From an optimization exercise on the open Yosys and OpenROAD flow, aimed at small area; shortcuts taken in it are not production practice. Only simulation tests tie the RTL to the original design; equivalence was not proved. Power is estimated from default activity; no workload was simulated.

== job 6066 ==
==> flow/design.v <==
module i2s_mask (
	input i2s_clk,  
	input i2s_data,     
	input [3:0] addr_x,
	input [3:0] addr_y,
	input rst_n,
	output reg[5:0] row_num,
	output led_clk,
	output led_data,
	output reg led_lat,
	output led_oe
	);
	reg data_ph;         
	reg [1:0] b;         
	reg [1:0] mlo;       
	reg [3:0] mhi;       
	reg [3:0] c;
	reg [3:0] cw;
	reg [5:0] mw;
	reg [3:0] nx;
	reg [5:0] h;
	reg led_clk_en;
	reg led_lat_needed;
	assign led_clk = led_clk_en;
	assign led_data = i2s_data;
	assign led_oe = 1'b1;
	wire blk_end = b[1] & b[0];
	wire c_zero = (c == 4'd0);
	wire cw_zero = (cw == 4'd0);
	wire row_end = blk_end & c_zero;
	wire frame_end = data_ph & row_end & (mlo == 2'd0) & (mhi == 4'd0);
	wire hdr_end = ~data_ph & blk_end & (mlo == 2'd0);
	always @(posedge i2s_clk or negedge rst_n) begin
		if (~rst_n) begin
			data_ph <= 1'b0;
			b <= 2'd0;
			mlo <= 2'b11;
			led_clk_en <= 1'b0;
			led_lat <= 1'b0;
			led_lat_needed <= 1'b0;
			row_num <= 6'd0;
		end else begin
			b <= b + 2'd1;
			if (hdr_end) data_ph <= 1'b1;
			if (frame_end) data_ph <= 1'b0;
			if (data_ph ? row_end : blk_end) mlo <= mlo - 2'd1;
			led_clk_en <= data_ph & cw_zero & (mw[5:2] == 4'd0);
			led_lat <= led_lat_needed;
			led_lat_needed <= frame_end;
			if (frame_end) row_num <= h;
		end
	end
	always @(posedge i2s_clk) begin
		if (data_ph) begin
			if (row_end & (mlo == 2'd0)) mhi <= mhi - 4'd1;
			if (blk_end) begin
				c <= c_zero ? nx : c - 4'd1;
				cw <= cw_zero ? nx : cw - 4'd1;
				if (cw_zero) mw <= mw - 6'd1;
			end
		end else begin
			h <= {h[4:0], i2s_data};
			if (mlo == 2'd3) nx <= {nx[2:0], i2s_data};
			if (mlo == 2'd2) mhi <= {mhi[2:0], i2s_data};
			c <= nx;
			cw <= addr_x;
			mw <= {addr_y, 2'b11};
		end
	end
endmodule
module top(
	input i2s_clk,
	input i2s_data,
	input [3:0] addr_x,
	input [3:0] addr_y,
	input rst_n,
	output [5:0] row_num,
	output led_clk,
	output led_data,
	output led_lat,
	output led_oe
	);
	i2s_mask mask(
		.i2s_data(i2s_data),
		.i2s_clk(i2s_clk),
		.addr_x(addr_x),
		.addr_y(addr_y),
		.rst_n(rst_n),
		.row_num(row_num),
		.led_clk(led_clk),
		.led_data(led_data),
		.led_lat(led_lat),
		.led_oe(led_oe)
		);
endmodule
clock: 8.0 ns
lec_check: 0
abc_area: 1
cap_margin: 20
core_margin: 2
core_utilization: 70
slew_margin: 20
run.sh (not shown) runs the stock make flow with config.mk's settings and CLKGATE_MAP_FILE= SYNTH_SCRIPT=/design/flow/synth_recipe.tcl, a recipe that flattens the netlist after the stock synthesis.
No stage failed in job 6066, and the final checks on the layout all came back clean.
Changes in job 9507 relative to job 6066:
Settings: ABC_AREA: 1 -> unset; CORE_UTILIZATION: 70 -> 40.
[summary]
Compared to job 6066, job 9507 has area after synthesis 1.5% lower. Per the comparison of job 9507 with job 6066, fraction of the mapped netlist area in compound gates +4.8 points; standard cell core area +0.0020 mm2. Job 6066 was smaller in final cell area than job 9507. Job 6066 -> job 9507: total placed cells including tap cells decreased by a little under 10%.
--- input diff job 9507..job 6901 ---
==> flow/flow/run.sh (new file) <==
#!/bin/bash
# Standard ORFS layout with two changes: the port buffers use the smallest
# buffer, and clock tree synthesis may use one large cluster.
set -e
export BUFFER_PORTS_ARGS="-buffer_cell sky130_fd_sc_hd__buf_1"
export CTS_ARGS="-sink_clustering_enable -repair_clock_nets -root_buf sky130_fd_sc_hd__clkbuf_16 -buf_list sky130_fd_sc_hd__clkbuf_16 -sink_clustering_size 64 -sink_clustering_max_diameter 400 -dont_use_dummy_load"
bash standard.sh > standard.log 2>&1
==> flow/standard.sh (new file) <==
#!/bin/bash
# synth_recipe.tcl (not shown) runs the flow's synth.tcl, then flattens the netlist and writes it again
# the make line also repeats each setting of config.mk as NAME=value (left out here)
make -C /OpenROAD-flow-scripts/flow DESIGN_CONFIG=/design/flow/config.mk WORK_HOME=/design/flow/orfs CLKGATE_MAP_FILE= SYNTH_SCRIPT=/design/flow/synth_recipe.tcl "${@:-finish}"
removed: flow/run.sh
## What came out
Of job 6901 and job 9507, it is job 6901 that has the higher proportion of power drawn by the clock network.
From job 6901 to job 9507, number of maximum-capacitance violations did not move at all.
Job 6901 vs. job 9507: combinational power share shows a reduction of 1.1 points; worst hold margin shows a reduction of 0.012 ns; number of global-route vias before repair shows a reduction of 21; final wirelength shows a reduction of 97 um.
Job 6901: pin slew with the least headroom to its limit is 0.026 ns higher than what job 9507 reported.
Reported for job 6901 and job 9507, area after synthesis turned out identical to the last digit.
On power, job 6901 does worse than job 9507.
Fraction of area in registers on job 6901 is up relative to job 9507.

-- what the ideal ports hide --
How much do the figures lean on ideal ports? The routed layouts below were timed once more, with nothing changed but the port constraints.
Step 1 sets driving cells, clkbuf_16 on the clock port and buf_2 on the other inputs (assumed; they add their load-dependent delay and slew).
Step 2 adds t to the input delays and takes it off the output delays; t is the mean of the earliest and latest rising clock arrival at the registers after step 1. Input paths then give back, and output paths get back, about the clock's delay inside the block.
a / b / c = ideal / step 1 / step 2; a / b = the first two.
run	shift t [ns]	setup slack, ns	hold slack, ns
job 6066	0.359	3.699 / 3.674 / 3.674	0.361 / 0.361 / 0.361
job 9507	0.310	3.717 / 3.687 / 3.687	0.359 / 0.359 / 0.359
job 6901	0.303	4.464 / 4.434 / 4.434	0.347 / 0.347 / 0.347
After both steps every run listed still meets setup and hold.
